Background: an optimization exercise with open tools, aiming at small area and a short achievable clock period. Do not read the settings as production practice. No run shown here included a check of the RTL's function; only the layout flow was run. Power and IR drop assume default switching activity.

==> flow/design.v, too long to show whole: its modules and the start of the top module <==
// module user_logic: 1549 lines
// module mul_fa: 4 lines
// module mul_ha: 4 lines
// module mul_ao22: 3 lines
// module mul_x2: 3 lines
// module mul_maj3: 3 lines
// module mul_omux: 3 lines
module user_logic
(
  Bus2IP_Clk,                      
  Bus2IP_Reset,                    
  Bus2IP_Data,                     
  Bus2IP_BE,                       
  Bus2IP_RdCE,                     
  Bus2IP_WrCE,                     
  IP2Bus_Data,                     
  IP2Bus_RdAck,                    
  IP2Bus_WrAck,                    
  IP2Bus_Error                     
);
  // ...
==> flow/run.sh <==
#!/bin/bash
# synth_recipe.tcl (not shown) runs the flow's synth.tcl, then flattens the netlist and writes it again
# the make line also repeats each setting of config.mk as NAME=value (left out here)
make -C /OpenROAD-flow-scripts/flow DESIGN_CONFIG=/design/flow/config.mk WORK_HOME=/design/flow/orfs CLKGATE_MAP_FILE= SYNTH_SCRIPT=/design/flow/synth_recipe.tcl finish
==> flow/config.mk <==
export PLATFORM = sky130hd
export DESIGN_NAME = user_logic
export DESIGN_NICKNAME = user_logic
export VERILOG_FILES = /design/flow/design.v
export SDC_FILE = /design/flow/constraint.sdc
export NUM_CORES = 4
export LEC_CHECK = 0
export ABC_AREA = 0
export CAP_MARGIN = 20
export CORE_MARGIN = 2
export CORE_UTILIZATION = 40
export SETUP_SLACK_MARGIN = 4.0
export SLEW_MARGIN = 20
export SYNTH_HIERARCHICAL = 1
export SYNTH_MINIMUM_KEEP_SIZE = 0
==> flow/constraint.sdc <==
create_clock -name core_clock -period 8.0 [get_ports {Bus2IP_Clk}]
set_input_delay 1.6000 -clock core_clock [delete_from_list [all_inputs] [get_ports {Bus2IP_Clk}]]
set_output_delay 1.6000 -clock core_clock [all_outputs]
set_load 0.01 [all_outputs]
==> flow_metrics.tcl, run 1 <==
set metrics [dict create \
    avgSynthCellArea_um2 10.41 \
    rsz0062_at_grt "yes" \
    cts_tree "built" \
    wl_met3_um 5800 \
    antenna_left 0 \
    synth_compound_gate_area_share 0.2143 \
    first_pass_iters 9 \
    io_pins 79 \
    maxSlewHeadroom 0.2330 \
    gr-usage-met2 0.4390 \
    ys.flop_type "dfxtp_1" \
    seq_area_mm2 0.003432 \
    num-multi-input-gates 1313 \
    clkbuf_count 20 \
    stdcell_area_mm2 0.01870 \
    startpoint "Bus2IP_RdCE[1]" \
    yosysMostFrequentCell "xor2_1" \
    skew_ns 0.01433 \
    crit_chain "buf_12 > buf_12 > maj3_4 > buf_12 > nor2_2 > buf_2" \
    synth_top_cell_by_area "fa_1" \
    slowest_delay_ns 0.37 \
    status "complete, no violations" \
    critPathKind "input pin to output pin" \
    grtUsageTotal 0.2785 \
    cts.sink_count 170 \
    hold_buffers 0 \
    synth-seq-area-share 0.2165 \
    seq_area_frac 0.1836 \
    switching_share 0.3406 \
    finalHoldViolations 0 \
    top_layer_used "met4" \
]
==> run 2, diff against run 1 <==
--- a/flow/design.v
+++ b/flow/design.v
@@ -902,635 +902,677 @@
   mul_fa u_n591 (.a(n76), .b(n586), .c(n589), .s(n591), .co(n592));
   wire n593, n594;
   mul_ha u_n593 (.a(n588), .b(n591), .s(n593), .co(n594));
   wire n595, n596;
   mul_fa u_n595 (.a(n189), .b(n136), .c(n16), .s(n595), .co(n596));
   wire n597, n598;
   mul_fa u_n597 (.a(n78), .b(n590), .c(n595), .s(n597), .co(n598));
   wire n599, n600;
-  mul_fa u_n599 (.a(n592), .b(n597), .c(n594), .s(n599), .co(n600));
+  mul_fa u_n599 (.a(n138), .b(n18), .c(n190), .s(n599), .co(n600));
   wire n601, n602;
-  mul_fa u_n601 (.a(n138), .b(n18), .c(n190), .s(n601), .co(n602));
+  mul_fa u_n601 (.a(n192), .b(n80), .c(n596), .s(n601), .co(n602));
   wire n603, n604;
-  mul_fa u_n603 (.a(n192), .b(n80), .c(n596), .s(n603), .co(n604));
+  mul_fa u_n603 (.a(n599), .b(n598), .c(n601), .s(n603), .co(n604));
   wire n605, n606;
-  mul_fa u_n605 (.a(n601), .b(n598), .c(n603), .s(n605), .co(n606));
+  mul_fa u_n605 (.a(n243), .b(n140), .c(n194), .s(n605), .co(n606));
   wire n607, n608;
-  mul_fa u_n607 (.a(n243), .b(n140), .c(n194), .s(n607), .co(n608));
+  mul_fa u_n607 (.a(n20), .b(n82), .c(n600), .s(n607), .co(n608));
   wire n609, n610;
-  mul_fa u_n609 (.a(n20), .b(n82), .c(n602), .s(n609), .co(n610));
+  mul_fa u_n609 (.a(n605), .b(n602), .c(n607), .s(n609), .co(n610));
   wire n611, n612;
-  mul_fa u_n611 (.a(n607), .b(n604), .c(n609), .s(n611), .co(n612));
+  mul_fa u_n611 (.a(n142), .b(n196), .c(n22), .s(n611), .co(n612));
   wire n613, n614;
-  mul_fa u_n613 (.a(n142), .b(n196), .c(n22), .s(n613), .co(n614));
+  mul_fa u_n613 (.a(n244), .b(n246), .c(n84), .s(n613), .co(n614));
   wire n615, n616;
-  mul_fa u_n615 (.a(n244), .b(n246), .c(n84), .s(n615), .co(n616));
+  mul_fa u_n615 (.a(n606), .b(n611), .c(n613), .s(n615), .co(n616));
   wire n617, n618;
-  mul_fa u_n617 (.a(n608), .b(n613), .c(n615), .s(n617), .co(n618));
+  mul_fa u_n617 (.a(n293), .b(n144), .c(n198), .s(n617), .co(n618));
   wire n619, n620;
-  mul_fa u_n619 (.a(n610), .b(n617), .c(n612), .s(n619), .co(n620));
+  mul_fa u_n619 (.a(n24), .b(n248), .c(n86), .s(n619), .co(n620));
   wire n621, n622;
-  mul_fa u_n621 (.a(n293), .b(n144), .c(n198), .s(n621), .co(n622));
+  mul_fa u_n621 (.a(n612), .b(n614), .c(n617), .s(n621), .co(n622));
   wire n623, n624;
-  mul_fa u_n623 (.a(n24), .b(n248), .c(n86), .s(n623), .co(n624));
+  mul_fa u_n623 (.a(n619), .b(n616), .c(n621), .s(n623), .co(n624));
   wire n625, n626;
-  mul_fa u_n625 (.a(n614), .b(n616), .c(n621), .s(n625), .co(n626));
+  mul_fa u_n625 (.a(n146), .b(n200), .c(n250), .s(n625), .co(n626));
   wire n627, n628;
-  mul_fa u_n627 (.a(n623), .b(n618), .c(n625), .s(n627), .co(n628));
+  mul_fa u_n627 (.a(n26), .b(n294), .c(n296), .s(n627), .co(n628));
   wire n629, n630;
-  mul_fa u_n629 (.a(n146), .b(n200), .c(n250), .s(n629), .co(n630));
+  mul_fa u_n629 (.a(n88), .b(n618), .c(n620), .s(n629), .co(n630));
   wire n631, n632;
-  mul_fa u_n631 (.a(n26), .b(n294), .c(n296), .s(n631), .co(n632));
+  mul_fa u_n631 (.a(n625), .b(n627), .c(n622), .s(n631), .co(n632));
   wire n633, n634;
-  mul_fa u_n633 (.a(n88), .b(n622), .c(n624), .s(n633), .co(n634));
+  mul_fa u_n633 (.a(n339), .b(n148), .c(n202), .s(n633), .co(n634));
   wire n635, n636;
-  mul_fa u_n635 (.a(n629), .b(n631), .c(n626), .s(n635), .co(n636));
+  mul_fa u_n635 (.a(n252), .b(n28), .c(n298), .s(n635), .co(n636));
   wire n637, n638;
-  mul_fa u_n637 (.a(n633), .b(n628), .c(n635), .s(n637), .co(n638));
+  mul_fa u_n637 (.a(n90), .b(n626), .c(n628), .s(n637), .co(n638));
   wire n639, n640;
-  mul_fa u_n639 (.a(n339), .b(n148), .c(n202), .s(n639), .co(n640));
+  mul_fa u_n639 (.a(n633), .b(n635), .c(n630), .s(n639), .co(n640));
   wire n641, n642;
-  mul_fa u_n641 (.a(n252), .b(n28), .c(n298), .s(n641), .co(n642));
+  mul_fa u_n641 (.a(n150), .b(n204), .c(n254), .s(n641), .co(n642));
   wire n643, n644;
-  mul_fa u_n643 (.a(n90), .b(n630), .c(n632), .s(n643), .co(n644));
+  mul_fa u_n643 (.a(n30), .b(n300), .c(n340), .s(n643), .co(n644));
   wire n645, n646;
-  mul_fa u_n645 (.a(n639), .b(n641), .c(n634), .s(n645), .co(n646));
+  mul_fa u_n645 (.a(n342), .b(n92), .c(n634), .s(n645), .co(n646));
   wire n647, n648;
-  mul_fa u_n647 (.a(n643), .b(n636), .c(n645), .s(n647), .co(n648));
+  mul_fa u_n647 (.a(n636), .b(n641), .c(n643), .s(n647), .co(n648));
   wire n649, n650;
-  mul_fa u_n649 (.a(n150), .b(n204), .c(n254), .s(n649), .co(n650));
+  mul_fa u_n649 (.a(n638), .b(n645), .c(n647), .s(n649), .co(n650));
   wire n651, n652;
-  mul_fa u_n651 (.a(n30), .b(n300), .c(n340), .s(n651), .co(n652));
+  mul_fa u_n651 (.a(n381), .b(n152), .c(n206), .s(n651), .co(n652));
   wire n653, n654;
-  mul_fa u_n653 (.a(n342), .b(n92), .c(n640), .s(n653), .co(n654));
+  mul_fa u_n653 (.a(n256), .b(n302), .c(n32), .s(n653), .co(n654));
   wire n655, n656;
-  mul_fa u_n655 (.a(n642), .b(n649), .c(n651), .s(n655), .co(n656));
+  mul_fa u_n655 (.a(n344), .b(n94), .c(n642), .s(n655), .co(n656));
   wire n657, n658;
-  mul_fa u_n657 (.a(n644), .b(n653), .c(n655), .s(n657), .co(n658));
+  mul_fa u_n657 (.a(n644), .b(n651), .c(n653), .s(n657), .co(n658));
   wire n659, n660;
-  mul_fa u_n659 (.a(n381), .b(n152), .c(n206), .s(n659), .co(n660));
+  mul_fa u_n659 (.a(n646), .b(n648), .c(n655), .s(n659), .co(n660));
   wire n661, n662;
-  mul_fa u_n661 (.a(n256), .b(n302), .c(n32), .s(n661), .co(n662));
+  mul_fa u_n661 (.a(n154), .b(n208), .c(n258), .s(n661), .co(n662));
   wire n663, n664;
-  mul_fa u_n663 (.a(n344), .b(n94), .c(n650), .s(n663), .co(n664));
+  mul_fa u_n663 (.a(n304), .b(n34), .c(n346), .s(n663), .co(n664));
   wire n665, n666;
-  mul_fa u_n665 (.a(n652), .b(n659), .c(n661), .s(n665), .co(n666));
+  mul_fa u_n665 (.a(n382), .b(n384), .c(n96), .s(n665), .co(n666));
   wire n667, n668;
-  mul_fa u_n667 (.a(n654), .b(n656), .c(n663), .s(n667), .co(n668));
+  mul_fa u_n667 (.a(n652), .b(n654), .c(n661), .s(n667), .co(n668));
   wire n669, n670;
-  mul_fa u_n669 (.a(n665), .b(n658), .c(n667), .s(n669), .co(n670));
+  mul_fa u_n669 (.a(n663), .b(n665), .c(n656), .s(n669), .co(n670));
   wire n671, n672;
-  mul_fa u_n671 (.a(n154), .b(n208), .c(n258), .s(n671), .co(n672));
+  mul_fa u_n671 (.a(n419), .b(n156), .c(n210), .s(n671), .co(n672));
   wire n673, n674;
-  mul_fa u_n673 (.a(n304), .b(n34), .c(n346), .s(n673), .co(n674));
+  mul_fa u_n673 (.a(n260), .b(n306), .c(n348), .s(n673), .co(n674));
   wire n675, n676;
-  mul_fa u_n675 (.a(n382), .b(n384), .c(n96), .s(n675), .co(n676));
+  mul_fa u_n675 (.a(n36), .b(n386), .c(n98), .s(n675), .co(n676));
   wire n677, n678;
-  mul_fa u_n677 (.a(n660), .b(n662), .c(n671), .s(n677), .co(n678));
+  mul_fa u_n677 (.a(n662), .b(n664), .c(n666), .s(n677), .co(n678));
   wire n679, n680;
-  mul_fa u_n679 (.a(n673), .b(n675), .c(n664), .s(n679), .co(n680));
+  mul_fa u_n679 (.a(n671), .b(n673), .c(n675), .s(n679), .co(n680));
   wire n681, n682;
-  mul_fa u_n681 (.a(n666), .b(n677), .c(n668), .s(n681), .co(n682));
+  mul_fa u_n681 (.a(n668), .b(n677), .c(n679), .s(n681), .co(n682));
   wire n683, n684;
-  mul_fa u_n683 (.a(n419), .b(n156), .c(n210), .s(n683), .co(n684));
+  mul_fa u_n683 (.a(n100), .b(n158), .c(n212), .s(n683), .co(n684));
   wire n685, n686;
-  mul_fa u_n685 (.a(n260), .b(n306), .c(n348), .s(n685), .co(n686));
+  mul_fa u_n685 (.a(n262), .b(n308), .c(n350), .s(n685), .co(n686));
   wire n687, n688;
-  mul_fa u_n687 (.a(n36), .b(n386), .c(n98), .s(n687), .co(n688));
+  mul_fa u_n687 (.a(n38), .b(n388), .c(n420), .s(n687), .co(n688));
   wire n689, n690;
-  mul_fa u_n689 (.a(n672), .b(n674), .c(n676), .s(n689), .co(n690));
+  mul_fa u_n689 (.a(n422), .b(n672), .c(n674), .s(n689), .co(n690));
   wire n691, n692;
-  mul_fa u_n691 (.a(n683), .b(n685), .c(n687), .s(n691), .co(n692));
+  mul_fa u_n691 (.a(n676), .b(n683), .c(n685), .s(n691), .co(n692));
   wire n693, n694;
-  mul_fa u_n693 (.a(n678), .b(n689), .c(n691), .s(n693), .co(n694));
+  mul_fa u_n693 (.a(n687), .b(n678), .c(n680), .s(n693), .co(n694));
   wire n695, n696;
-  mul_fa u_n695 (.a(n100), .b(n158), .c(n212), .s(n695), .co(n696));
+  mul_fa u_n695 (.a(n453), .b(n102), .c(n160), .s(n695), .co(n696));
   wire n697, n698;
-  mul_fa u_n697 (.a(n262), .b(n308), .c(n350), .s(n697), .co(n698));
+  mul_fa u_n697 (.a(n214), .b(n264), .c(n310), .s(n697), .co(n698));
   wire n699, n700;
-  mul_fa u_n699 (.a(n38), .b(n388), .c(n420), .s(n699), .co(n700));
+  mul_fa u_n699 (.a(n352), .b(n390), .c(n40), .s(n699), .co(n700));
   wire n701, n702;
-  mul_fa u_n701 (.a(n422), .b(n684), .c(n686), .s(n701), .co(n702));
+  mul_fa u_n701 (.a(n424), .b(n684), .c(n686), .s(n701), .co(n702));
   wire n703, n704;
   mul_fa u_n703 (.a(n688), .b(n695), .c(n697), .s(n703), .co(n704));
   wire n705, n706;
   mul_fa u_n705 (.a(n699), .b(n690), .c(n692), .s(n705), .co(n706));
   wire n707, n708;
-  mul_fa u_n707 (.a(n701), .b(n703), .c(n694), .s(n707), .co(n708));
+  mul_fa u_n707 (.a(n104), .b(n162), .c(n216), .s(n707), .co(n708));
   wire n709, n710;
-  mul_fa u_n709 (.a(n453), .b(n102), .c(n160), .s(n709), .co(n710));
+  mul_fa u_n709 (.a(n266), .b(n312), .c(n354), .s(n709), .co(n710));
   wire n711, n712;
-  mul_fa u_n711 (.a(n214), .b(n264), .c(n310), .s(n711), .co(n712));
+  mul_fa u_n711 (.a(n392), .b(n42), .c(n426), .s(n711), .co(n712));
   wire n713, n714;
-  mul_fa u_n713 (.a(n352), .b(n390), .c(n40), .s(n713), .co(n714));
+  mul_fa u_n713 (.a(n454), .b(n456), .c(n696), .s(n713), .co(n714));
   wire n715, n716;
-  mul_fa u_n715 (.a(n424), .b(n696), .c(n698), .s(n715), .co(n716));
+  mul_fa u_n715 (.a(n698), .b(n700), .c(n707), .s(n715), .co(n716));
   wire n717, n718;
-  mul_fa u_n717 (.a(n700), .b(n709), .c(n711), .s(n717), .co(n718));
+  mul_fa u_n717 (.a(n709), .b(n711), .c(n702), .s(n717), .co(n718));
   wire n719, n720;
-  mul_fa u_n719 (.a(n713), .b(n702), .c(n704), .s(n719), .co(n720));
+  mul_fa u_n719 (.a(n704), .b(n713), .c(n715), .s(n719), .co(n720));
   wire n721, n722;
-  mul_fa u_n721 (.a(n715), .b(n717), .c(n706), .s(n721), .co(n722));
+  mul_fa u_n721 (.a(n483), .b(n106), .c(n164), .s(n721), .co(n722));
   wire n723, n724;
-  mul_fa u_n723 (.a(n104), .b(n162), .c(n216), .s(n723), .co(n724));
+  mul_fa u_n723 (.a(n218), .b(n268), .c(n314), .s(n723), .co(n724));
   wire n725, n726;
-  mul_fa u_n725 (.a(n266), .b(n312), .c(n354), .s(n725), .co(n726));
+  mul_fa u_n725 (.a(n356), .b(n394), .c(n428), .s(n725), .co(n726));
   wire n727, n728;
-  mul_fa u_n727 (.a(n392), .b(n42), .c(n426), .s(n727), .co(n728));
+  mul_fa u_n727 (.a(n44), .b(n458), .c(n708), .s(n727), .co(n728));
   wire n729, n730;
-  mul_fa u_n729 (.a(n454), .b(n456), .c(n710), .s(n729), .co(n730));
+  mul_fa u_n729 (.a(n710), .b(n712), .c(n721), .s(n729), .co(n730));
   wire n731, n732;
-  mul_fa u_n731 (.a(n712), .b(n714), .c(n723), .s(n731), .co(n732));
+  mul_fa u_n731 (.a(n723), .b(n725), .c(n714), .s(n731), .co(n732));
   wire n733, n734;
-  mul_fa u_n733 (.a(n725), .b(n727), .c(n716), .s(n733), .co(n734));
+  mul_fa u_n733 (.a(n716), .b(n727), .c(n729), .s(n733), .co(n734));
   wire n735, n736;
-  mul_fa u_n735 (.a(n718), .b(n729), .c(n731), .s(n735), .co(n736));
+  mul_fa u_n735 (.a(n108), .b(n166), .c(n220), .s(n735), .co(n736));
   wire n737, n738;
-  mul_fa u_n737 (.a(n720), .b(n733), .c(n735), .s(n737), .co(n738));
+  mul_fa u_n737 (.a(n270), .b(n316), .c(n358), .s(n737), .co(n738));
   wire n739, n740;
-  mul_fa u_n739 (.a(n483), .b(n106), .c(n164), .s(n739), .co(n740));
+  mul_fa u_n739 (.a(n396), .b(n430), .c(n46), .s(n739), .co(n740));
   wire n741, n742;
-  mul_fa u_n741 (.a(n218), .b(n268), .c(n314), .s(n741), .co(n742));
+  mul_fa u_n741 (.a(n460), .b(n484), .c(n486), .s(n741), .co(n742));
   wire n743, n744;
-  mul_fa u_n743 (.a(n356), .b(n394), .c(n428), .s(n743), .co(n744));
+  mul_fa u_n743 (.a(n722), .b(n724), .c(n726), .s(n743), .co(n744));
   wire n745, n746;
-  mul_fa u_n745 (.a(n44), .b(n458), .c(n724), .s(n745), .co(n746));
+  mul_fa u_n745 (.a(n735), .b(n737), .c(n739), .s(n745), .co(n746));
   wire n747, n748;
-  mul_fa u_n747 (.a(n726), .b(n728), .c(n739), .s(n747), .co(n748));
+  mul_fa u_n747 (.a(n741), .b(n728), .c(n730), .s(n747), .co(n748));
   wire n749, n750;
-  mul_fa u_n749 (.a(n741), .b(n743), .c(n730), .s(n749), .co(n750));
+  mul_fa u_n749 (.a(n743), .b(n745), .c(n732), .s(n749), .co(n750));
   wire n751, n752;
-  mul_fa u_n751 (.a(n732), .b(n745), .c(n747), .s(n751), .co(n752));
+  mul_fa u_n751 (.a(n509), .b(n110), .c(n168), .s(n751), .co(n752));
   wire n753, n754;
-  mul_fa u_n753 (.a(n734), .b(n749), .c(n736), .s(n753), .co(n754));
+  mul_fa u_n753 (.a(n222), .b(n272), .c(n318), .s(n753), .co(n754));
   wire n755, n756;
-  mul_fa u_n755 (.a(n108), .b(n166), .c(n220), .s(n755), .co(n756));
+  mul_fa u_n755 (.a(n360), .b(n398), .c(n432), .s(n755), .co(n756));
   wire n757, n758;
-  mul_fa u_n757 (.a(n270), .b(n316), .c(n358), .s(n757), .co(n758));
+  mul_fa u_n757 (.a(n462), .b(n48), .c(n488), .s(n757), .co(n758));
   wire n759, n760;
-  mul_fa u_n759 (.a(n396), .b(n430), .c(n46), .s(n759), .co(n760));
+  mul_fa u_n759 (.a(n736), .b(n738), .c(n740), .s(n759), .co(n760));
   wire n761, n762;
-  mul_fa u_n761 (.a(n460), .b(n484), .c(n486), .s(n761), .co(n762));
+  mul_fa u_n761 (.a(n742), .b(n751), .c(n753), .s(n761), .co(n762));
   wire n763, n764;
-  mul_fa u_n763 (.a(n740), .b(n742), .c(n744), .s(n763), .co(n764));
+  mul_fa u_n763 (.a(n755), .b(n757), .c(n744), .s(n763), .co(n764));
   wire n765, n766;
-  mul_fa u_n765 (.a(n755), .b(n757), .c(n759), .s(n765), .co(n766));
+  mul_fa u_n765 (.a(n746), .b(n759), .c(n761), .s(n765), .co(n766));
   wire n767, n768;
-  mul_fa u_n767 (.a(n761), .b(n746), .c(n748), .s(n767), .co(n768));
+  mul_fa u_n767 (.a(n112), .b(n170), .c(n224), .s(n767), .co(n768));
   wire n769, n770;
-  mul_fa u_n769 (.a(n763), .b(n765), .c(n750), .s(n769), .co(n770));
+  mul_fa u_n769 (.a(n274), .b(n320), .c(n362), .s(n769), .co(n770));
   wire n771, n772;
-  mul_fa u_n771 (.a(n509), .b(n110), .c(n168), .s(n771), .co(n772));
+  mul_fa u_n771 (.a(n400), .b(n434), .c(n464), .s(n771), .co(n772));
   wire n773, n774;
-  mul_fa u_n773 (.a(n222), .b(n272), .c(n318), .s(n773), .co(n774));
+  mul_fa u_n773 (.a(n490), .b(n50), .c(n510), .s(n773), .co(n774));
   wire n775, n776;
-  mul_fa u_n775 (.a(n360), .b(n398), .c(n432), .s(n775), .co(n776));
+  mul_fa u_n775 (.a(n512), .b(n752), .c(n754), .s(n775), .co(n776));
   wire n777, n778;
-  mul_fa u_n777 (.a(n462), .b(n48), .c(n488), .s(n777), .co(n778));
+  mul_fa u_n777 (.a(n756), .b(n758), .c(n767), .s(n777), .co(n778));
   wire n779, n780;
-  mul_fa u_n779 (.a(n756), .b(n758), .c(n760), .s(n779), .co(n780));
+  mul_fa u_n779 (.a(n769), .b(n771), .c(n773), .s(n779), .co(n780));
   wire n781, n782;
-  mul_fa u_n781 (.a(n762), .b(n771), .c(n773), .s(n781), .co(n782));
+  mul_fa u_n781 (.a(n760), .b(n762), .c(n775), .s(n781), .co(n782));
   wire n783, n784;
-  mul_fa u_n783 (.a(n775), .b(n777), .c(n764), .s(n783), .co(n784));
+  mul_fa u_n783 (.a(n777), .b(n779), .c(n764), .s(n783), .co(n784));
   wire n785, n786;
-  mul_fa u_n785 (.a(n766), .b(n779), .c(n781), .s(n785), .co(n786));
+  mul_fa u_n785 (.a(n531), .b(n114), .c(n172), .s(n785), .co(n786));
   wire n787, n788;
-  mul_fa u_n787 (.a(n768), .b(n783), .c(n785), .s(n787), .co(n788));
+  mul_fa u_n787 (.a(n226), .b(n276), .c(n322), .s(n787), .co(n788));
   wire n789, n790;
-  mul_fa u_n789 (.a(n112), .b(n170), .c(n224), .s(n789), .co(n790));
+  mul_fa u_n789 (.a(n364), .b(n402), .c(n436), .s(n789), .co(n790));
   wire n791, n792;
-  mul_fa u_n791 (.a(n274), .b(n320), .c(n362), .s(n791), .co(n792));
+  mul_fa u_n791 (.a(n466), .b(n492), .c(n514), .s(n791), .co(n792));
   wire n793, n794;
-  mul_fa u_n793 (.a(n400), .b(n434), .c(n464), .s(n793), .co(n794));
+  mul_fa u_n793 (.a(n52), .b(n768), .c(n770), .s(n793), .co(n794));
   wire n795, n796;
-  mul_fa u_n795 (.a(n490), .b(n50), .c(n510), .s(n795), .co(n796));
+  mul_fa u_n795 (.a(n772), .b(n774), .c(n785), .s(n795), .co(n796));
   wire n797, n798;
-  mul_fa u_n797 (.a(n512), .b(n772), .c(n774), .s(n797), .co(n798));
+  mul_fa u_n797 (.a(n787), .b(n789), .c(n791), .s(n797), .co(n798));
   wire n799, n800;
-  mul_fa u_n799 (.a(n776), .b(n778), .c(n789), .s(n799), .co(n800));
+  mul_fa u_n799 (.a(n776), .b(n778), .c(n780), .s(n799), .co(n800));
   wire n801, n802;
-  mul_fa u_n801 (.a(n791), .b(n793), .c(n795), .s(n801), .co(n802));
+  mul_fa u_n801 (.a(n793), .b(n795), .c(n797), .s(n801), .co(n802));
   wire n803, n804;
-  mul_fa u_n803 (.a(n780), .b(n782), .c(n797), .s(n803), .co(n804));
+  mul_fa u_n803 (.a(n116), .b(n174), .c(n228), .s(n803), .co(n804));
   wire n805, n806;
-  mul_fa u_n805 (.a(n799), .b(n801), .c(n784), .s(n805), .co(n806));
+  mul_fa u_n805 (.a(n278), .b(n324), .c(n366), .s(n805), .co(n806));
   wire n807, n808;
-  mul_fa u_n807 (.a(n531), .b(n114), .c(n172), .s(n807), .co(n808));
+  mul_fa u_n807 (.a(n404), .b(n438), .c(n468), .s(n807), .co(n808));
   wire n809, n810;
-  mul_fa u_n809 (.a(n226), .b(n276), .c(n322), .s(n809), .co(n810));
+  mul_fa u_n809 (.a(n494), .b(n516), .c(n532), .s(n809), .co(n810));
   wire n811, n812;
-  mul_fa u_n811 (.a(n364), .b(n402), .c(n436), .s(n811), .co(n812));
+  mul_fa u_n811 (.a(n534), .b(n54), .c(n786), .s(n811), .co(n812));
   wire n813, n814;
-  mul_fa u_n813 (.a(n466), .b(n492), .c(n514), .s(n813), .co(n814));
+  mul_fa u_n813 (.a(n788), .b(n790), .c(n792), .s(n813), .co(n814));
   wire n815, n816;
-  mul_fa u_n815 (.a(n52), .b(n790), .c(n792), .s(n815), .co(n816));
+  mul_fa u_n815 (.a(n803), .b(n805), .c(n807), .s(n815), .co(n816));
   wire n817, n818;
-  mul_fa u_n817 (.a(n794), .b(n796), .c(n807), .s(n817), .co(n818));
+  mul_fa u_n817 (.a(n809), .b(n794), .c(n796), .s(n817), .co(n818));
   wire n819, n820;
-  mul_fa u_n819 (.a(n809), .b(n811), .c(n813), .s(n819), .co(n820));
+  mul_fa u_n819 (.a(n798), .b(n811), .c(n813), .s(n819), .co(n820));
   wire n821, n822;
-  mul_fa u_n821 (.a(n798), .b(n800), .c(n802), .s(n821), .co(n822));
+  mul_fa u_n821 (.a(n549), .b(n118), .c(n176), .s(n821), .co(n822));
   wire n823, n824;
-  mul_fa u_n823 (.a(n815), .b(n817), .c(n819), .s(n823), .co(n824));
+  mul_fa u_n823 (.a(n230), .b(n280), .c(n326), .s(n823), .co(n824));
   wire n825, n826;
-  mul_fa u_n825 (.a(n804), .b(n821), .c(n823), .s(n825), .co(n826));
+  mul_fa u_n825 (.a(n368), .b(n406), .c(n440), .s(n825), .co(n826));
   wire n827, n828;
-  mul_fa u_n827 (.a(n116), .b(n174), .c(n228), .s(n827), .co(n828));
+  mul_fa u_n827 (.a(n470), .b(n496), .c(n518), .s(n827), .co(n828));
   wire n829, n830;
-  mul_fa u_n829 (.a(n278), .b(n324), .c(n366), .s(n829), .co(n830));
+  mul_fa u_n829 (.a(n536), .b(n56), .c(n804), .s(n829), .co(n830));
   wire n831, n832;
-  mul_fa u_n831 (.a(n404), .b(n438), .c(n468), .s(n831), .co(n832));
+  mul_fa u_n831 (.a(n806), .b(n808), .c(n810), .s(n831), .co(n832));
   wire n833, n834;
-  mul_fa u_n833 (.a(n494), .b(n516), .c(n532), .s(n833), .co(n834));
+  mul_fa u_n833 (.a(n821), .b(n823), .c(n825), .s(n833), .co(n834));
   wire n835, n836;
-  mul_fa u_n835 (.a(n534), .b(n54), .c(n808), .s(n835), .co(n836));
+  mul_fa u_n835 (.a(n827), .b(n812), .c(n814), .s(n835), .co(n836));
   wire n837, n838;
-  mul_fa u_n837 (.a(n810), .b(n812), .c(n814), .s(n837), .co(n838));
+  mul_fa u_n837 (.a(n816), .b(n829), .c(n831), .s(n837), .co(n838));
   wire n839, n840;
-  mul_fa u_n839 (.a(n827), .b(n829), .c(n831), .s(n839), .co(n840));
+  mul_fa u_n839 (.a(n120), .b(n178), .c(n232), .s(n839), .co(n840));
   wire n841, n842;
-  mul_fa u_n841 (.a(n833), .b(n816), .c(n818), .s(n841), .co(n842));
+  mul_fa u_n841 (.a(n282), .b(n328), .c(n370), .s(n841), .co(n842));
   wire n843, n844;
-  mul_fa u_n843 (.a(n820), .b(n835), .c(n837), .s(n843), .co(n844));
+  mul_fa u_n843 (.a(n408), .b(n442), .c(n472), .s(n843), .co(n844));
   wire n845, n846;
-  mul_fa u_n845 (.a(n839), .b(n822), .c(n824), .s(n845), .co(n846));
+  mul_fa u_n845 (.a(n498), .b(n520), .c(n538), .s(n845), .co(n846));
   wire n847, n848;
-  mul_fa u_n847 (.a(n549), .b(n118), .c(n176), .s(n847), .co(n848));
+  mul_fa u_n847 (.a(n550), .b(n552), .c(n58), .s(n847), .co(n848));
   wire n849, n850;
-  mul_fa u_n849 (.a(n230), .b(n280), .c(n326), .s(n849), .co(n850));
+  mul_fa u_n849 (.a(n822), .b(n824), .c(n826), .s(n849), .co(n850));
   wire n851, n852;
-  mul_fa u_n851 (.a(n368), .b(n406), .c(n440), .s(n851), .co(n852));
+  mul_fa u_n851 (.a(n828), .b(n839), .c(n841), .s(n851), .co(n852));
   wire n853, n854;
-  mul_fa u_n853 (.a(n470), .b(n496), .c(n518), .s(n853), .co(n854));
+  mul_fa u_n853 (.a(n843), .b(n845), .c(n847), .s(n853), .co(n854));
   wire n855, n856;
-  mul_fa u_n855 (.a(n536), .b(n56), .c(n828), .s(n855), .co(n856));
+  mul_fa u_n855 (.a(n830), .b(n832), .c(n834), .s(n855), .co(n856));
   wire n857, n858;
-  mul_fa u_n857 (.a(n830), .b(n832), .c(n834), .s(n857), .co(n858));
+  mul_fa u_n857 (.a(n849), .b(n851), .c(n853), .s(n857), .co(n858));
   wire n859, n860;
-  mul_fa u_n859 (.a(n847), .b(n849), .c(n851), .s(n859), .co(n860));
+  mul_fa u_n859 (.a(n563), .b(n122), .c(n180), .s(n859), .co(n860));
   wire n861, n862;
-  mul_fa u_n861 (.a(n853), .b(n836), .c(n838), .s(n861), .co(n862));
+  mul_fa u_n861 (.a(n234), .b(n284), .c(n330), .s(n861), .co(n862));
   wire n863, n864;
-  mul_fa u_n863 (.a(n840), .b(n855), .c(n857), .s(n863), .co(n864));
+  mul_fa u_n863 (.a(n372), .b(n410), .c(n444), .s(n863), .co(n864));
   wire n865, n866;
-  mul_fa u_n865 (.a(n859), .b(n842), .c(n844), .s(n865), .co(n866));
+  mul_fa u_n865 (.a(n474), .b(n500), .c(n522), .s(n865), .co(n866));
   wire n867, n868;
-  mul_fa u_n867 (.a(n120), .b(n178), .c(n232), .s(n867), .co(n868));
+  mul_fa u_n867 (.a(n540), .b(n554), .c(n60), .s(n867), .co(n868));
   wire n869, n870;
-  mul_fa u_n869 (.a(n282), .b(n328), .c(n370), .s(n869), .co(n870));
+  mul_fa u_n869 (.a(n840), .b(n842), .c(n844), .s(n869), .co(n870));
   wire n871, n872;
-  mul_fa u_n871 (.a(n408), .b(n442), .c(n472), .s(n871), .co(n872));
+  mul_fa u_n871 (.a(n846), .b(n848), .c(n859), .s(n871), .co(n872));
   wire n873, n874;
-  mul_fa u_n873 (.a(n498), .b(n520), .c(n538), .s(n873), .co(n874));
+  mul_fa u_n873 (.a(n861), .b(n863), .c(n865), .s(n873), .co(n874));
   wire n875, n876;
-  mul_fa u_n875 (.a(n550), .b(n552), .c(n58), .s(n875), .co(n876));
+  mul_fa u_n875 (.a(n867), .b(n850), .c(n852), .s(n875), .co(n876));
   wire n877, n878;
-  mul_fa u_n877 (.a(n848), .b(n850), .c(n852), .s(n877), .co(n878));
+  mul_fa u_n877 (.a(n854), .b(n869), .c(n871), .s(n877), .co(n878));
   wire n879, n880;
-  mul_fa u_n879 (.a(n854), .b(n867), .c(n869), .s(n879), .co(n880));
+  mul_fa u_n879 (.a(n124), .b(n182), .c(n236), .s(n879), .co(n880));
   wire n881, n882;
-  mul_fa u_n881 (.a(n871), .b(n873), .c(n875), .s(n881), .co(n882));
+  mul_fa u_n881 (.a(n286), .b(n332), .c(n374), .s(n881), .co(n882));
   wire n883, n884;
-  mul_fa u_n883 (.a(n856), .b(n858), .c(n860), .s(n883), .co(n884));
+  mul_fa u_n883 (.a(n412), .b(n446), .c(n476), .s(n883), .co(n884));
   wire n885, n886;
-  mul_fa u_n885 (.a(n877), .b(n879), .c(n881), .s(n885), .co(n886));
+  mul_fa u_n885 (.a(n502), .b(n524), .c(n542), .s(n885), .co(n886));
   wire n887, n888;
-  mul_fa u_n887 (.a(n862), .b(n864), .c(n883), .s(n887), .co(n888));
+  mul_fa u_n887 (.a(n556), .b(n564), .c(n566), .s(n887), .co(n888));
   wire n889, n890;
-  mul_fa u_n889 (.a(n563), .b(n122), .c(n180), .s(n889), .co(n890));
+  mul_fa u_n889 (.a(n62), .b(n860), .c(n862), .s(n889), .co(n890));
   wire n891, n892;
-  mul_fa u_n891 (.a(n234), .b(n284), .c(n330), .s(n891), .co(n892));
+  mul_fa u_n891 (.a(n864), .b(n866), .c(n868), .s(n891), .co(n892));
   wire n893, n894;
-  mul_fa u_n893 (.a(n372), .b(n410), .c(n444), .s(n893), .co(n894));
+  mul_fa u_n893 (.a(n879), .b(n881), .c(n883), .s(n893), .co(n894));
   wire n895, n896;
-  mul_fa u_n895 (.a(n474), .b(n500), .c(n522), .s(n895), .co(n896));
+  mul_fa u_n895 (.a(n885), .b(n887), .c(n870), .s(n895), .co(n896));
   wire n897, n898;
-  mul_fa u_n897 (.a(n540), .b(n554), .c(n60), .s(n897), .co(n898));
+  mul_fa u_n897 (.a(n872), .b(n874), .c(n889), .s(n897), .co(n898));
   wire n899, n900;
-  mul_fa u_n899 (.a(n868), .b(n870), .c(n872), .s(n899), .co(n900));
+  mul_fa u_n899 (.a(n573), .b(n126), .c(n184), .s(n899), .co(n900));
   wire n901, n902;
-  mul_fa u_n901 (.a(n874), .b(n876), .c(n889), .s(n901), .co(n902));
+  mul_fa u_n901 (.a(n238), .b(n288), .c(n334), .s(n901), .co(n902));
   wire n903, n904;
-  mul_fa u_n903 (.a(n891), .b(n893), .c(n895), .s(n903), .co(n904));
+  mul_fa u_n903 (.a(n376), .b(n414), .c(n448), .s(n903), .co(n904));
   wire n905, n906;
-  mul_fa u_n905 (.a(n897), .b(n878), .c(n880), .s(n905), .co(n906));
+  mul_fa u_n905 (.a(n478), .b(n504), .c(n526), .s(n905), .co(n906));
   wire n907, n908;
-  mul_fa u_n907 (.a(n882), .b(n899), .c(n901), .s(n907), .co(n908));
+  mul_fa u_n907 (.a(n544), .b(n558), .c(n568), .s(n907), .co(n908));
   wire n909, n910;
-  mul_fa u_n909 (.a(n903), .b(n884), .c(n886), .s(n909), .co(n910));
+  mul_fa u_n909 (.a(n64), .b(n880), .c(n882), .s(n909), .co(n910));
   wire n911, n912;
-  mul_fa u_n911 (.a(n124), .b(n182), .c(n236), .s(n911), .co(n912));
+  mul_fa u_n911 (.a(n884), .b(n886), .c(n888), .s(n911), .co(n912));
   wire n913, n914;
-  mul_fa u_n913 (.a(n286), .b(n332), .c(n374), .s(n913), .co(n914));
+  mul_fa u_n913 (.a(n899), .b(n901), .c(n903), .s(n913), .co(n914));
   wire n915, n916;
-  mul_fa u_n915 (.a(n412), .b(n446), .c(n476), .s(n915), .co(n916));
+  mul_fa u_n915 (.a(n905), .b(n907), .c(n890), .s(n915), .co(n916));
   wire n917, n918;
-  mul_fa u_n917 (.a(n502), .b(n524), .c(n542), .s(n917), .co(n918));
+  mul_fa u_n917 (.a(n892), .b(n894), .c(n909), .s(n917), .co(n918));
   wire n919, n920;
-  mul_fa u_n919 (.a(n556), .b(n564), .c(n566), .s(n919), .co(n920));
-  wire n921, n922;
-  mul_fa u_n921 (.a(n62), .b(n890), .c(n892), .s(n921), .co(n922));
-  wire n923, n924;
-  mul_fa u_n923 (.a(n894), .b(n896), .c(n898), .s(n923), .co(n924));
-  wire n925, n926;
-  mul_fa u_n925 (.a(n911), .b(n913), .c(n915), .s(n925), .co(n926));
-  wire n927, n928;
-  mul_fa u_n927 (.a(n917), .b(n919), .c(n900), .s(n927), .co(n928));
-  wire n929, n930;
-  mul_fa u_n929 (.a(n902), .b(n904), .c(n921), .s(n929), .co(n930));
-  wire n931, n932;
-  mul_fa u_n931 (.a(n923), .b(n925), .c(n906), .s(n931), .co(n932));
-  wire n933, n934;
-  mul_fa u_n933 (.a(n927), .b(n908), .c(n929), .s(n933), .co(n934));
-  wire n935, n936;
-  mul_fa u_n935 (.a(n573), .b(n126), .c(n184), .s(n935), .co(n936));
-  wire n937, n938;
-  mul_fa u_n937 (.a(n238), .b(n288), .c(n334), .s(n937), .co(n938));
-  wire n939, n940;
-  mul_fa u_n939 (.a(n376), .b(n414), .c(n448), .s(n939), .co(n940));
-  wire n941, n942;
-  mul_fa u_n941 (.a(n478), .b(n504), .c(n526), .s(n941), .co(n942));
-  wire n943, n944;
-  mul_fa u_n943 (.a(n544), .b(n558), .c(n568), .s(n943), .co(n944));
-  wire n945, n946;
-  mul_fa u_n945 (.a(n64), .b(n912), .c(n914), .s(n945), .co(n946));
-  wire n947, n948;
-  mul_fa u_n947 (.a(n916), .b(n918), .c(n920), .s(n947), .co(n948));
-  wire n949, n950;
-  mul_fa u_n949 (.a(n935), .b(n937), .c(n939), .s(n949), .co(n950));
-  wire n951, n952;
-  mul_fa u_n951 (.a(n941), .b(n943), .c(n922), .s(n951), .co(n952));
-  wire n953, n954;
-  mul_fa u_n953 (.a(n924), .b(n926), .c(n945), .s(n953), .co(n954));
-  wire n955, n956;
-  mul_fa u_n955 (.a(n947), .b(n949), .c(n928), .s(n955), .co(n956));
-  wire n957, n958;
-  mul_fa u_n957 (.a(n930), .b(n951), .c(n953), .s(n957), .co(n958));
-  wire n959;
-  mul_x2 u_n959 (.a(n128), .b(n186), .y(n959));
-  wire n960;
-  mul_x2 u_n960 (.a(n240), .b(n290), .y(n960));
-  wire n961;
-  mul_x2 u_n961 (.a(n336), .b(n378), .y(n961));
-  wire n962;
-  mul_x2 u_n962 (.a(n416), .b(n450), .y(n962));
-  wire n963;
-  mul_x2 u_n963 (.a(n480), .b(n506), .y(n963));
-  wire n964;
-  mul_x2 u_n964 (.a(n528), .b(n546), .y(n964));
-  wire n965;
-  mul_x2 u_n965 (.a(n560), .b(n570), .y(n965));
-  wire n966;
-  mul_x2 u_n966 (.a(n574), .b(n576), .y(n966));
-  wire n967;
-  mul_x2 u_n967 (.a(n66), .b(n959), .y(n967));
-  wire n968;
-  mul_x2 u_n968 (.a(n960), .b(n961), .y(n968));
-  wire n969;
-  mul_x2 u_n969 (.a(n962), .b(n963), .y(n969));
-  wire n970;
-  mul_x2 u_n970 (.a(n964), .b(n965), .y(n970));
-  wire n971;
-  mul_x2 u_n971 (.a(n966), .b(n936), .y(n971));
-  wire n972;
-  mul_x2 u_n972 (.a(n938), .b(n940), .y(n972));
-  wire n973;
-  mul_x2 u_n973 (.a(n942), .b(n944), .y(n973));
-  wire n974;
-  mul_x2 u_n974 (.a(n967), .b(n968), .y(n974));
-  wire n975;
-  mul_x2 u_n975 (.a(n969), .b(n970), .y(n975));
-  wire n976;
-  mul_x2 u_n976 (.a(n971), .b(n972), .y(n976));
-  wire n977;
-  mul_x2 u_n977 (.a(n973), .b(n974), .y(n977));
-  wire n978;
-  mul_x2 u_n978 (.a(n975), .b(n946), .y(n978));
-  wire n979;
-  mul_x2 u_n979 (.a(n948), .b(n976), .y(n979));
-  wire n980;
-  mul_x2 u_n980 (.a(n950), .b(n977), .y(n980));
-  wire n981;
-  mul_x2 u_n981 (.a(n978), .b(n979), .y(n981));
-  wire n982;
-  mul_x2 u_n982 (.a(n980), .b(n952), .y(n982));
-  wire n983;
-  mul_x2 u_n983 (.a(n954), .b(n981), .y(n983));
-  wire n984;
-  mul_x2 u_n984 (.a(n982), .b(n983), .y(n984));
-  wire n985;
-  mul_x2 u_n985 (.a(n956), .b(n958), .y(n985));
+  mul_fa u_n919 (.a(n911), .b(n913), .c(n896), .s(n919), .co(n920));
+  wire n921;
+  mul_x2 u_n921 (.a(n128), .b(n186), .y(n921));
+  wire n922;
+  mul_x2 u_n922 (.a(n240), .b(n290), .y(n922));
+  wire n923;
+  mul_x2 u_n923 (.a(n336), .b(n378), .y(n923));
+  wire n924;
+  mul_x2 u_n924 (.a(n416), .b(n450), .y(n924));
+  wire n925;
+  mul_x2 u_n925 (.a(n480), .b(n506), .y(n925));
+  wire n926;
+  mul_x2 u_n926 (.a(n528), .b(n546), .y(n926));
+  wire n927;
+  mul_x2 u_n927 (.a(n560), .b(n570), .y(n927));
+  wire n928;
+  mul_x2 u_n928 (.a(n574), .b(n576), .y(n928));
+  wire n929;
+  mul_x2 u_n929 (.a(n66), .b(n921), .y(n929));
+  wire n930;
+  mul_x2 u_n930 (.a(n922), .b(n923), .y(n930));
+  wire n931;
+  mul_x2 u_n931 (.a(n924), .b(n925), .y(n931));
+  wire n932;
+  mul_x2 u_n932 (.a(n926), .b(n927), .y(n932));
+  wire n933;
+  mul_x2 u_n933 (.a(n928), .b(n900), .y(n933));
+  wire n934;
+  mul_x2 u_n934 (.a(n902), .b(n904), .y(n934));
+  wire n935;
+  mul_x2 u_n935 (.a(n906), .b(n908), .y(n935));
+  wire n936;
+  mul_x2 u_n936 (.a(n929), .b(n930), .y(n936));
+  wire n937;
+  mul_x2 u_n937 (.a(n931), .b(n932), .y(n937));
+  wire n938;
+  mul_x2 u_n938 (.a(n933), .b(n934), .y(n938));
+  wire n939;
+  mul_x2 u_n939 (.a(n935), .b(n936), .y(n939));
+  wire n940;
+  mul_x2 u_n940 (.a(n937), .b(n910), .y(n940));
+  wire n941;
+  mul_x2 u_n941 (.a(n912), .b(n938), .y(n941));
+  wire n942;
+  mul_x2 u_n942 (.a(n914), .b(n939), .y(n942));
+  wire n943;
+  mul_x2 u_n943 (.a(n940), .b(n941), .y(n943));
+  wire n944;
+  mul_x2 u_n944 (.a(n942), .b(n916), .y(n944));
+  wire n945;
+  mul_x2 u_n945 (.a(n918), .b(n943), .y(n945));
   reg         p0_0;
   reg         p1_0;
   reg         p2_0;
   reg         p3_0;
   reg         p4_0;
   reg         p5_0;
   reg         p6_0;
+  reg         p6_1;
+  reg         p6_2;
   reg         p7_0;
-  reg         p7_1;
   reg         p8_0;
   reg         p8_1;
   reg         p9_0;
+  reg         p9_1;
+  reg         p9_2;
   reg         p10_0;
-  reg         p10_1;
   reg         p11_0;
+  reg         p11_1;
+  reg         p11_2;
   reg         p12_0;
   reg         p12_1;
+  reg         p12_2;
   reg         p13_0;
   reg         p13_1;
-  reg         p13_2;
   reg         p14_0;
+  reg         p14_1;
+  reg         p14_2;
   reg         p15_0;
   reg         p15_1;
   reg         p15_2;
+  reg         p15_3;
   reg         p16_0;
   reg         p16_1;
-  reg         p16_2;
   reg         p17_0;
   reg         p17_1;
+  reg         p17_2;
+  reg         p17_3;
   reg         p18_0;
   reg         p18_1;
   reg         p18_2;
+  reg         p18_3;
   reg         p19_0;
   reg         p19_1;
+  reg         p19_2;
   reg         p20_0;
   reg         p20_1;
   reg         p20_2;
+  reg         p20_3;
   reg         p21_0;
   reg         p21_1;
   reg         p21_2;
-  reg         p21_3;
   reg         p22_0;
   reg         p22_1;
+  reg         p22_2;
+  reg         p22_3;
   reg         p23_0;
   reg         p23_1;
   reg         p23_2;
-  reg         p23_3;
   reg         p24_0;
   reg         p24_1;
+  reg         p24_2;
+  reg         p24_3;
   reg         p25_0;
   reg         p25_1;
   reg         p25_2;
   reg         p25_3;
+  reg         p25_4;
   reg         p26_0;
   reg         p26_1;
   reg         p26_2;
   reg         p26_3;
+  reg         p26_4;
   reg         p27_0;
   reg         p27_1;
   reg         p27_2;
+  reg         p27_3;
   reg         p28_0;
   reg         p28_1;
   reg         p28_2;
   reg         p28_3;
+  reg         p28_4;
   reg         p29_0;
   reg         p29_1;
   reg         p29_2;
+  reg         p29_3;
+  reg         p29_4;
+  reg         p29_5;
   reg         p30_0;
   reg         p30_1;
   reg         p30_2;
   reg         p30_3;
   reg         p31_0;
   reg         p31_1;
+  reg         p31_2;
   always @(posedge Bus2IP_Clk) begin
     rst_d <= Bus2IP_Reset;
     p0_0 <= n3;
     p1_0 <= n577;
     p2_0 <= n579;
     p3_0 <= n583;
     p4_0 <= n587;
     p5_0 <= n593;
-    p6_0 <= n599;
-    p7_0 <= n605;
-    p7_1 <= n600;
-    p8_0 <= n606;
-    p8_1 <= n611;
-    p9_0 <= n619;
-    p10_0 <= n627;
-    p10_1 <= n620;
-    p11_0 <= n637;
-    p12_0 <= n638;
-    p12_1 <= n647;
-    p13_0 <= n646;
-    p13_1 <= n657;
-    p13_2 <= n648;
-    p14_0 <= n669;
-    p15_0 <= n679;
-    p15_1 <= n670;
-    p15_2 <= n681;
-    p16_0 <= n680;
-    p16_1 <= n693;
-    p16_2 <= n682;
-    p17_0 <= n705;
-    p17_1 <= n707;
-    p18_0 <= n719;
-    p18_1 <= n708;
-    p18_2 <= n721;
-    p19_0 <= n722;
-    p19_1 <= n737;
-    p20_0 <= n751;
-    p20_1 <= n738;
-    p20_2 <= n753;
-    p21_0 <= n752;
-    p21_1 <= n767;
-    p21_2 <= n769;
-    p21_3 <= n754;
-    p22_0 <= n770;
-    p22_1 <= n787;
-    p23_0 <= n786;
-    p23_1 <= n803;
-    p23_2 <= n805;
-    p23_3 <= n788;
-    p24_0 <= n806;
-    p24_1 <= n825;
-    p25_0 <= n841;
-    p25_1 <= n843;
-    p25_2 <= n826;
-    p25_3 <= n845;
-    p26_0 <= n861;
-    p26_1 <= n863;
-    p26_2 <= n846;
-    p26_3 <= n865;
-    p27_0 <= n885;
-    p27_1 <= n866;
-    p27_2 <= n887;
-    p28_0 <= n905;
-    p28_1 <= n907;
-    p28_2 <= n888;
-    p28_3 <= n909;
-    p29_0 <= n910;
-    p29_1 <= n931;
-    p29_2 <= n933;
-    p30_0 <= n932;
-    p30_1 <= n955;
-    p30_2 <= n934;
-    p30_3 <= n957;
-    p31_0 <= n984;
-    p31_1 <= n985;
+    p6_0 <= n592;
+    p6_1 <= n597;
+    p6_2 <= n594;
+    p7_0 <= n603;
+    p8_0 <= n604;
+    p8_1 <= n609;
+    p9_0 <= n608;
+    p9_1 <= n615;
+    p9_2 <= n610;
+    p10_0 <= n623;
+    p11_0 <= n629;
+    p11_1 <= n624;
+    p11_2 <= n631;
+    p12_0 <= n637;
+    p12_1 <= n632;
+    p12_2 <= n639;
+    p13_0 <= n640;
+    p13_1 <= n649;
+    p14_0 <= n657;
+    p14_1 <= n650;
+    p14_2 <= n659;
+    p15_0 <= n658;
+    p15_1 <= n667;
+    p15_2 <= n660;
+    p15_3 <= n669;
+    p16_0 <= n670;
+    p16_1 <= n681;
+    p17_0 <= n689;
+    p17_1 <= n691;
+    p17_2 <= n682;
+    p17_3 <= n693;
+    p18_0 <= n701;
+    p18_1 <= n703;
+    p18_2 <= n694;
+    p18_3 <= n705;
+    p19_0 <= n706;
+    p19_1 <= n717;
+    p19_2 <= n719;
+    p20_0 <= n718;
+    p20_1 <= n731;
+    p20_2 <= n720;
+    p20_3 <= n733;
+    p21_0 <= n734;
+    p21_1 <= n747;
+    p21_2 <= n749;
+    p22_0 <= n748;
+    p22_1 <= n763;
+    p22_2 <= n765;
+    p22_3 <= n750;
+    p23_0 <= n766;
+    p23_1 <= n781;
+    p23_2 <= n783;
+    p24_0 <= n782;
+    p24_1 <= n799;
+    p24_2 <= n801;
+    p24_3 <= n784;
+    p25_0 <= n815;
+    p25_1 <= n800;
+    p25_2 <= n802;
+    p25_3 <= n817;
+    p25_4 <= n819;
+    p26_0 <= n833;
+    p26_1 <= n818;
+    p26_2 <= n820;
+    p26_3 <= n835;
+    p26_4 <= n837;
+    p27_0 <= n836;
+    p27_1 <= n838;
+    p27_2 <= n855;
+    p27_3 <= n857;
+    p28_0 <= n873;
+    p28_1 <= n856;
+    p28_2 <= n858;
+    p28_3 <= n875;
+    p28_4 <= n877;
+    p29_0 <= n891;
+    p29_1 <= n893;
+    p29_2 <= n876;
+    p29_3 <= n895;
+    p29_4 <= n878;
+    p29_5 <= n897;
+    p30_0 <= n898;
+    p30_1 <= n915;
+    p30_2 <= n917;
+    p30_3 <= n919;
+    p31_0 <= n944;
+    p31_1 <= n945;
+    p31_2 <= n920;
   end
+  wire n946, n947;
+  mul_fa u_n946 (.a(p6_0), .b(p6_1), .c(p6_2), .s(n946), .co(n947));
+  wire n948, n949;
+  mul_fa u_n948 (.a(p9_0), .b(p9_1), .c(p9_2), .s(n948), .co(n949));
+  wire n950, n951;
+  mul_fa u_n950 (.a(p11_0), .b(p11_1), .c(p11_2), .s(n950), .co(n951));
+  wire n952, n953;
+  mul_fa u_n952 (.a(p12_0), .b(p12_1), .c(p12_2), .s(n952), .co(n953));
+  wire n954, n955;
+  mul_fa u_n954 (.a(p13_0), .b(p13_1), .c(n953), .s(n954), .co(n955));
+  wire n956, n957;
+  mul_fa u_n956 (.a(p14_0), .b(p14_1), .c(p14_2), .s(n956), .co(n957));
+  wire n958, n959;
+  mul_fa u_n958 (.a(p15_0), .b(p15_1), .c(p15_2), .s(n958), .co(n959));
+  wire n960, n961;
+  mul_fa u_n960 (.a(p15_3), .b(n957), .c(n958), .s(n960), .co(n961));
+  wire n962, n963;
+  mul_fa u_n962 (.a(p16_0), .b(p16_1), .c(n959), .s(n962), .co(n963));
+  wire n964, n965;
+  mul_fa u_n964 (.a(p17_0), .b(p17_1), .c(p17_2), .s(n964), .co(n965));
+  wire n966, n967;
+  mul_fa u_n966 (.a(p17_3), .b(n964), .c(n963), .s(n966), .co(n967));
+  wire n968, n969;
+  mul_fa u_n968 (.a(p18_0), .b(p18_1), .c(p18_2), .s(n968), .co(n969));
+  wire n970, n971;
+  mul_fa u_n970 (.a(p18_3), .b(n965), .c(n968), .s(n970), .co(n971));
+  wire n972, n973;
+  mul_fa u_n972 (.a(p19_0), .b(p19_1), .c(p19_2), .s(n972), .co(n973));
+  wire n974, n975;
+  mul_fa u_n974 (.a(n969), .b(n972), .c(n971), .s(n974), .co(n975));
+  wire n976, n977;
+  mul_fa u_n976 (.a(p20_0), .b(p20_1), .c(p20_2), .s(n976), .co(n977));
+  wire n978, n979;
+  mul_fa u_n978 (.a(p20_3), .b(n973), .c(n976), .s(n978), .co(n979));
+  wire n980, n981;
+  mul_fa u_n980 (.a(p21_0), .b(p21_1), .c(p21_2), .s(n980), .co(n981));
+  wire n982, n983;
+  mul_fa u_n982 (.a(n977), .b(n980), .c(n979), .s(n982), .co(n983));
+  wire n984, n985;
+  mul_fa u_n984 (.a(p22_0), .b(p22_1), .c(p22_2), .s(n984), .co(n985));
   wire n986, n987;
-  mul_fa u_n986 (.a(p13_0), .b(p13_1), .c(p13_2), .s(n986), .co(n987));
+  mul_fa u_n986 (.a(p22_3), .b(n981), .c(n984), .s(n986), .co(n987));
   wire n988, n989;
-  mul_fa u_n988 (.a(p15_0), .b(p15_1), .c(p15_2), .s(n988), .co(n989));
+  mul_fa u_n988 (.a(p23_0), .b(p23_1), .c(p23_2), .s(n988), .co(n989));
   wire n990, n991;
-  mul_fa u_n990 (.a(p16_0), .b(p16_1), .c(p16_2), .s(n990), .co(n991));
+  mul_fa u_n990 (.a(n985), .b(n988), .c(n987), .s(n990), .co(n991));
   wire n992, n993;
-  mul_fa u_n992 (.a(p17_0), .b(p17_1), .c(n991), .s(n992), .co(n993));
+  mul_fa u_n992 (.a(p24_0), .b(p24_1), .c(p24_2), .s(n992), .co(n993));
   wire n994, n995;
-  mul_fa u_n994 (.a(p18_0), .b(p18_1), .c(p18_2), .s(n994), .co(n995));
+  mul_fa u_n994 (.a(p24_3), .b(n989), .c(n992), .s(n994), .co(n995));
   wire n996, n997;
-  mul_fa u_n996 (.a(p19_0), .b(p19_1), .c(n995), .s(n996), .co(n997));
+  mul_fa u_n996 (.a(p25_0), .b(p25_1), .c(p25_2), .s(n996), .co(n997));
   wire n998, n999;
-  mul_fa u_n998 (.a(p20_0), .b(p20_1), .c(p20_2), .s(n998), .co(n999));
+  mul_fa u_n998 (.a(p25_3), .b(p25_4), .c(n993), .s(n998), .co(n999));
   wire n1000, n1001;
-  mul_fa u_n1000 (.a(p21_0), .b(p21_1), .c(p21_2), .s(n1000), .co(n1001));
+  mul_fa u_n1000 (.a(n996), .b(n995), .c(n998), .s(n1000), .co(n1001));
   wire n1002, n1003;
-  mul_fa u_n1002 (.a(p21_3), .b(n999), .c(n1000), .s(n1002), .co(n1003));
+  mul_fa u_n1002 (.a(p26_0), .b(p26_1), .c(p26_2), .s(n1002), .co(n1003));
   wire n1004, n1005;
-  mul_fa u_n1004 (.a(p22_0), .b(p22_1), .c(n1001), .s(n1004), .co(n1005));
+  mul_fa u_n1004 (.a(p26_3), .b(p26_4), .c(n997), .s(n1004), .co(n1005));
   wire n1006, n1007;
-  mul_fa u_n1006 (.a(p23_0), .b(p23_1), .c(p23_2), .s(n1006), .co(n1007));
+  mul_fa u_n1006 (.a(n1002), .b(n999), .c(n1004), .s(n1006), .co(n1007));
   wire n1008, n1009;
-  mul_fa u_n1008 (.a(p23_3), .b(n1006), .c(n1005), .s(n1008), .co(n1009));
+  mul_fa u_n1008 (.a(p27_0), .b(p27_1), .c(p27_2), .s(n1008), .co(n1009));
   wire n1010, n1011;
-  mul_fa u_n1010 (.a(p24_0), .b(p24_1), .c(n1007), .s(n1010), .co(n1011));
+  mul_fa u_n1010 (.a(p27_3), .b(n1003), .c(n1008), .s(n1010), .co(n1011));
   wire n1012, n1013;
-  mul_fa u_n1012 (.a(p25_0), .b(p25_1), .c(p25_2), .s(n1012), .co(n1013));
+  mul_fa u_n1012 (.a(n1005), .b(n1010), .c(n1007), .s(n1012), .co(n1013));
   wire n1014, n1015;
-  mul_fa u_n1014 (.a(p25_3), .b(n1012), .c(n1011), .s(n1014), .co(n1015));
+  mul_fa u_n1014 (.a(p28_0), .b(p28_1), .c(p28_2), .s(n1014), .co(n1015));
   wire n1016, n1017;
-  mul_fa u_n1016 (.a(p26_0), .b(p26_1), .c(p26_2), .s(n1016), .co(n1017));
+  mul_fa u_n1016 (.a(p28_3), .b(p28_4), .c(n1009), .s(n1016), .co(n1017));
   wire n1018, n1019;
-  mul_fa u_n1018 (.a(p26_3), .b(n1013), .c(n1016), .s(n1018), .co(n1019));
+  mul_fa u_n1018 (.a(n1014), .b(n1011), .c(n1016), .s(n1018), .co(n1019));
   wire n1020, n1021;
-  mul_fa u_n1020 (.a(p27_0), .b(p27_1), .c(p27_2), .s(n1020), .co(n1021));
+  mul_fa u_n1020 (.a(p29_0), .b(p29_1), .c(p29_2), .s(n1020), .co(n1021));
   wire n1022, n1023;
-  mul_fa u_n1022 (.a(n1017), .b(n1020), .c(n1019), .s(n1022), .co(n1023));
+  mul_fa u_n1022 (.a(p29_3), .b(p29_4), .c(p29_5), .s(n1022), .co(n1023));
   wire n1024, n1025;
-  mul_fa u_n1024 (.a(p28_0), .b(p28_1), .c(p28_2), .s(n1024), .co(n1025));
+  mul_fa u_n1024 (.a(n1015), .b(n1020), .c(n1022), .s(n1024), .co(n1025));
   wire n1026, n1027;
-  mul_fa u_n1026 (.a(p28_3), .b(n1021), .c(n1024), .s(n1026), .co(n1027));
+  mul_fa u_n1026 (.a(n1017), .b(n1024), .c(n1019), .s(n1026), .co(n1027));
   wire n1028, n1029;
-  mul_fa u_n1028 (.a(p29_0), .b(p29_1), .c(p29_2), .s(n1028), .co(n1029));
+  mul_fa u_n1028 (.a(p30_0), .b(p30_1), .c(p30_2), .s(n1028), .co(n1029));
   wire n1030, n1031;
-  mul_fa u_n1030 (.a(n1025), .b(n1028), .c(n1027), .s(n1030), .co(n1031));
+  mul_fa u_n1030 (.a(p30_3), .b(n1021), .c(n1023), .s(n1030), .co(n1031));
   wire n1032, n1033;
-  mul_fa u_n1032 (.a(p30_0), .b(p30_1), .c(p30_2), .s(n1032), .co(n1033));
-  wire n1034, n1035;
-  mul_fa u_n1034 (.a(p30_3), .b(n1029), .c(n1032), .s(n1034), .co(n1035));
+  mul_fa u_n1032 (.a(n1028), .b(n1025), .c(n1030), .s(n1032), .co(n1033));
+  wire n1034;
+  mul_x2 u_n1034 (.a(p31_0), .b(p31_1), .y(n1034));
+  wire n1035;
+  mul_x2 u_n1035 (.a(p31_2), .b(n1034), .y(n1035));
   wire n1036;
-  mul_x2 u_n1036 (.a(p31_0), .b(p31_1), .y(n1036));
+  mul_x2 u_n1036 (.a(n1029), .b(n1035), .y(n1036));
   wire n1037;
-  mul_x2 u_n1037 (.a(n1036), .b(n1033), .y(n1037));
+  mul_x2 u_n1037 (.a(n1036), .b(n1031), .y(n1037));
   wire n1038;
-  mul_x2 u_n1038 (.a(n1037), .b(n1035), .y(n1038));
-  wire [31:0] prod = {n1038, n1034, n1030, n1026, n1022, n1018, n1014, n1010, n1008, n1003, n1002, n998, n996, n994, n992, n989, n988, p14_0, n986, p12_0, p11_0, p10_0, p9_0, p8_0, p7_0, p6_0, p5_0, p4_0, p3_0, p2_0, p1_0, p0_0} + {1'b0, n1031, 1'b0, n1023, 1'b0, n1015, 1'b0, n1009, 1'b0, n1004, 1'b0, n997, 1'b0, n993, 1'b0, n990, 1'b0, n987, 1'b0, p12_1, 1'b0, p10_1, 1'b0, p8_1, p7_1, 1'b0, 1'b0, 1'b0, 1'b0, 1'b0, 1'b0, 1'b0};
+  mul_x2 u_n1038 (.a(n1037), .b(n1033), .y(n1038));
+  wire [31:0] prod = {n1038, n1032, n1026, n1018, n1012, n1001, n1000, n994, n990, n986, n982, n978, n974, n970, n966, n961, n960, n956, n954, n951, n950, p10_0, n948, p8_0, p7_0, n946, p5_0, p4_0, p3_0, p2_0, p1_0, p0_0} + {1'b0, n1027, 1'b0, n1013, 1'b0, n1006, 1'b0, n991, 1'b0, n983, 1'b0, n975, 1'b0, n967, 1'b0, n962, 1'b0, n955, 1'b0, n952, 1'b0, n949, 1'b0, p8_1, n947, 1'b0, 1'b0, 1'b0, 1'b0, 1'b0, 1'b0, 1'b0};
   always @(posedge Bus2IP_Clk) begin
     if (Bus2IP_Reset | rst_d)
       slv_reg2 <= 0;
     else
       slv_reg2 <= {prod[31], prod[30], prod[29], prod[28], prod[27], prod[26], prod[25], prod[24], prod[23], prod[22], prod[21], prod[20], prod[19], prod[18], prod[17], prod[16], prod[15], prod[14], prod[13], prod[12], prod[11], prod[10], prod[9], prod[8], prod[7], prod[6], prod[5], prod[4], prod[3], prod[2], prod[1], prod[0]};
   end
   genvar gi;
   generate for (gi = 0; gi < 32; gi = gi + 1) begin : g_rd
==> run 2 against run 1 <==
Against the previous run:
- still clean on timing, DRC and antenna
- global-route usage fell by 0.23 points
- sequential power rose by about 10%
- wire length fell by 0.55%
- critical path type unchanged
==> flow_metrics.tcl, run 2 <==
set metrics [dict create \
    status "complete, no violations" \
    yosysMostFrequentCell "xor2_1" \
    synth_commonest_cells "xor2_1, a22o_1, fa_1, dfxtp_1, nand2_1" \
    portBuffers 77 \
    cts_inserted_buffers 17 \
    critPathSlowestCell "a222oi_1" \
    min-delay-start "p3_0" \
    tightest_slew_ns 1.060 \
    period_minus_slack_ns 4.348 \
    ys.flop_type "dfxtp_1" \
    crit_chain "buf_12 > buf_4 > buf_16 > a222oi_1 > nor2_4 > buf_6" \
    rows 73 \
    wl_um 56510 \
    io_pins 79 \
    critPathKind "input pin to output pin" \
    rsz0062_at_grt "yes" \
    clk_pin_slew_ns 0.08 \
    antenna_left 0 \
    synth_top_area_frac 0.2655 \
    drv_cap 0 \
    syn_inst 1531 \
    synthToLayoutAreaGrowth_pct 17.69 \
    finalHoldViolations 0 \
    reg_top3 "slv_reg0: 32 flops, slv_reg1: 32 flops, slv_reg2: 32 flops" \
    grt_pass1_vias 14010 \
    endpoint_kind "output pin" \
    synth_cell_types 54 \
    synth_top_cell_by_area "fa_1" \
    synthArstFlopShare 0 \
    startpoint "Bus2IP_RdCE[0]" \
    maxSlewViolCount 0 \
    antenna_found_initial 1 \
    layout.nets 1949 \
    critPathRequiredTime_ns 6.40 \
    grt_pass1_wl_um 86410 \
    clkLatencyLatePin_ns 0.47 \
    p_leak_uw 0.009721 \
    start_util 0.4052 \
    drive_gt1_frac 0.1167 \
    vias 13360 \
    skew_ns 0.02073 \
    avgSynthCellArea_um2 10.54 \
    setup_violations 0 \
    worstReg2RegStart "slv_reg1[8]" \
    maxSlewHeadroom 0.2857 \
    first_pass_iters 7 \
    hp-class "register to register" \
    final_cell_mix "xor2_1, a22o_1, fa_1" \
    cts_tree "built" \
    timing.fmax_ghz 0.2300 \
    drtIter0Drc 1573 \
    cts.sink_count 191 \
    holdWs_ns 0.4302 \
    final_util 0.4769 \
    cp-start-kind "input pin" \
    period_share 0.5435 \
    synth-seq-area-share 0.2369 \
    cp.arrival_ns 2.75 \
    syn_area_mm2 0.01614 \
    slowest_delay_ns 0.54 \
    drc 0 \
    wire_per_inst_um 25.52 \
    core_area_mm2 0.03982 \
    cts_max_path_buffers 2 \
    die_x_um 204.9 \
    grtUsageTotal 0.2762 \
    layout_commonest_cell "xor2_1" \
    cp_max_fo 18 \
    syn-num-nets 1805 \
    h-tree-depth 4 \
    num-fill-cells 3770 \
]
-- run 2: cell count changes in the layout (fill, tap and decap cells not counted), moves of 4 or more --
cell	change
dfxtp_1	+25
buf_16	-4
buf_12	-9
xor2_4	-4
clkinv_8	+4
buf_2	-5
nor2_4	+4
buf_4	+7
-- run 2: critical path: cells and delay by family --
| family | cells | cell delay, ns |
|---|---|---|
| buffers and inverters | 4 | 0.54 |
| AOI/OAI and AO/OA | 1 | 0.54 |
| and+or+nand+nor | 1 | 0.06 |
-- run 2: metrics by stage --
| stage | area [um^2] | setup WS (ns) | cells | power, uW |
|---|---|---|---|---|
| 3_3_place_gp | 17910 | 2.358 | 2159 | 1630 |
| 5_1_grt | 18990 | 3.649 | 2213 | 2686 |
| 3_5_place_dp | 17910 | 2.352 | 2159 | 1638 |
| 4_1_cts | 18840 | 3.705 | 2208 | 2584 |
| 2_1_floorplan | 16190 | 4.025 | 1531 | 1400 |
| 6_report | 18990 | 3.652 | 2214 | 2585 |
-- run 2: layout make-up --
cell class | instances | area [um^2] | share of cell area
multi-input cells | 1312 | 12430 | 0.6544
diodes | 1 | 2.502 | 0.0001318
clock buffers | 19 | 442.9 | 0.02332
repair buffers | 147 | 1408 | 0.07411
clock inverters | 13 | 191.4 | 0.01008
flip-flops and latches | 191 | 3840 | 0.2022
inverters | 6 | 22.52 | 0.001186
well taps | 525 | 656.9 | 0.03459
-- run 2: path summary, 6_finish.rpt --
kind                            cells past startpoint  slack, ns              end
worst max-delay path                                6       3.65  IP2Bus_Data[12]
worst min-delay path                                1       0.43     slv_reg2[28]
worst max register to register                      8       4.16            p31_1
worst min register to register                      1       0.43     slv_reg2[28]
-- run 2: logic make-up after synthesis --
| family | share of synthesized area |
|---|---|
| buf+inv | 0.006900 |
| fa+ha+maj | 0.2807 |
| flops | 0.2369 |
| simple gates | 0.09304 |
| other cells | 0.0002324 |
| mux | 0.002559 |
| compound gates | 0.2087 |
| xor+xnor | 0.1710 |
-- run 2: repair_timing --
item	4_1_cts	5_1_grt
buffers inserted	13	3
setup endpoints to repair	57	40
pin swaps	35	15
resized for setup	220	17
hold buffers	0	0
cloned	4	2
-- run 2: where the power goes --
| part | leakage (uW) | switching, uW | internal, uW |
|---|---|---|---|
| clock | 0.000308 | 438 | 488 |
| sequential | 0.00156 | 55.7 | 1010 |
| combinational | 0.00786 | 364 | 229 |
-- run 2: routing by layer --
| metal | track usage | wire length (um) | up-vias | part of all wire |
|---|---|---|---|---|
| li1 | - | - | 5765 | - |
| met1 | 0.3680 | 23220 | 6721 | 0.41 |
| met2 | 0.4412 | 26210 | 739 | 0.46 |
| met3 | 0.05425 | 5159 | 138 | 0.091 |
| met4 | 0.1102 | 1910 | 0 | 0.034 |
| met5 | 0 | 0 | - | 0 |
-- run 2: modules after synthesis (local to each module, per instance) --
| module | flops+latches | times used | cell area, um^2 |
|---|---|---|---|
| mul_ao22 | 0 | 256 | 8.758 |
| mul_fa | 0 | 213 | 20.02 |
| mul_ha | 0 | 3 | 12.51 |
| mul_maj3 | 0 | 4 | 11.26 |
| mul_omux | 0 | 32 | 13.76 |
| mul_x2 | 0 | 286 | 8.758 |
| user_logic | 191 | 1 | 6604 |
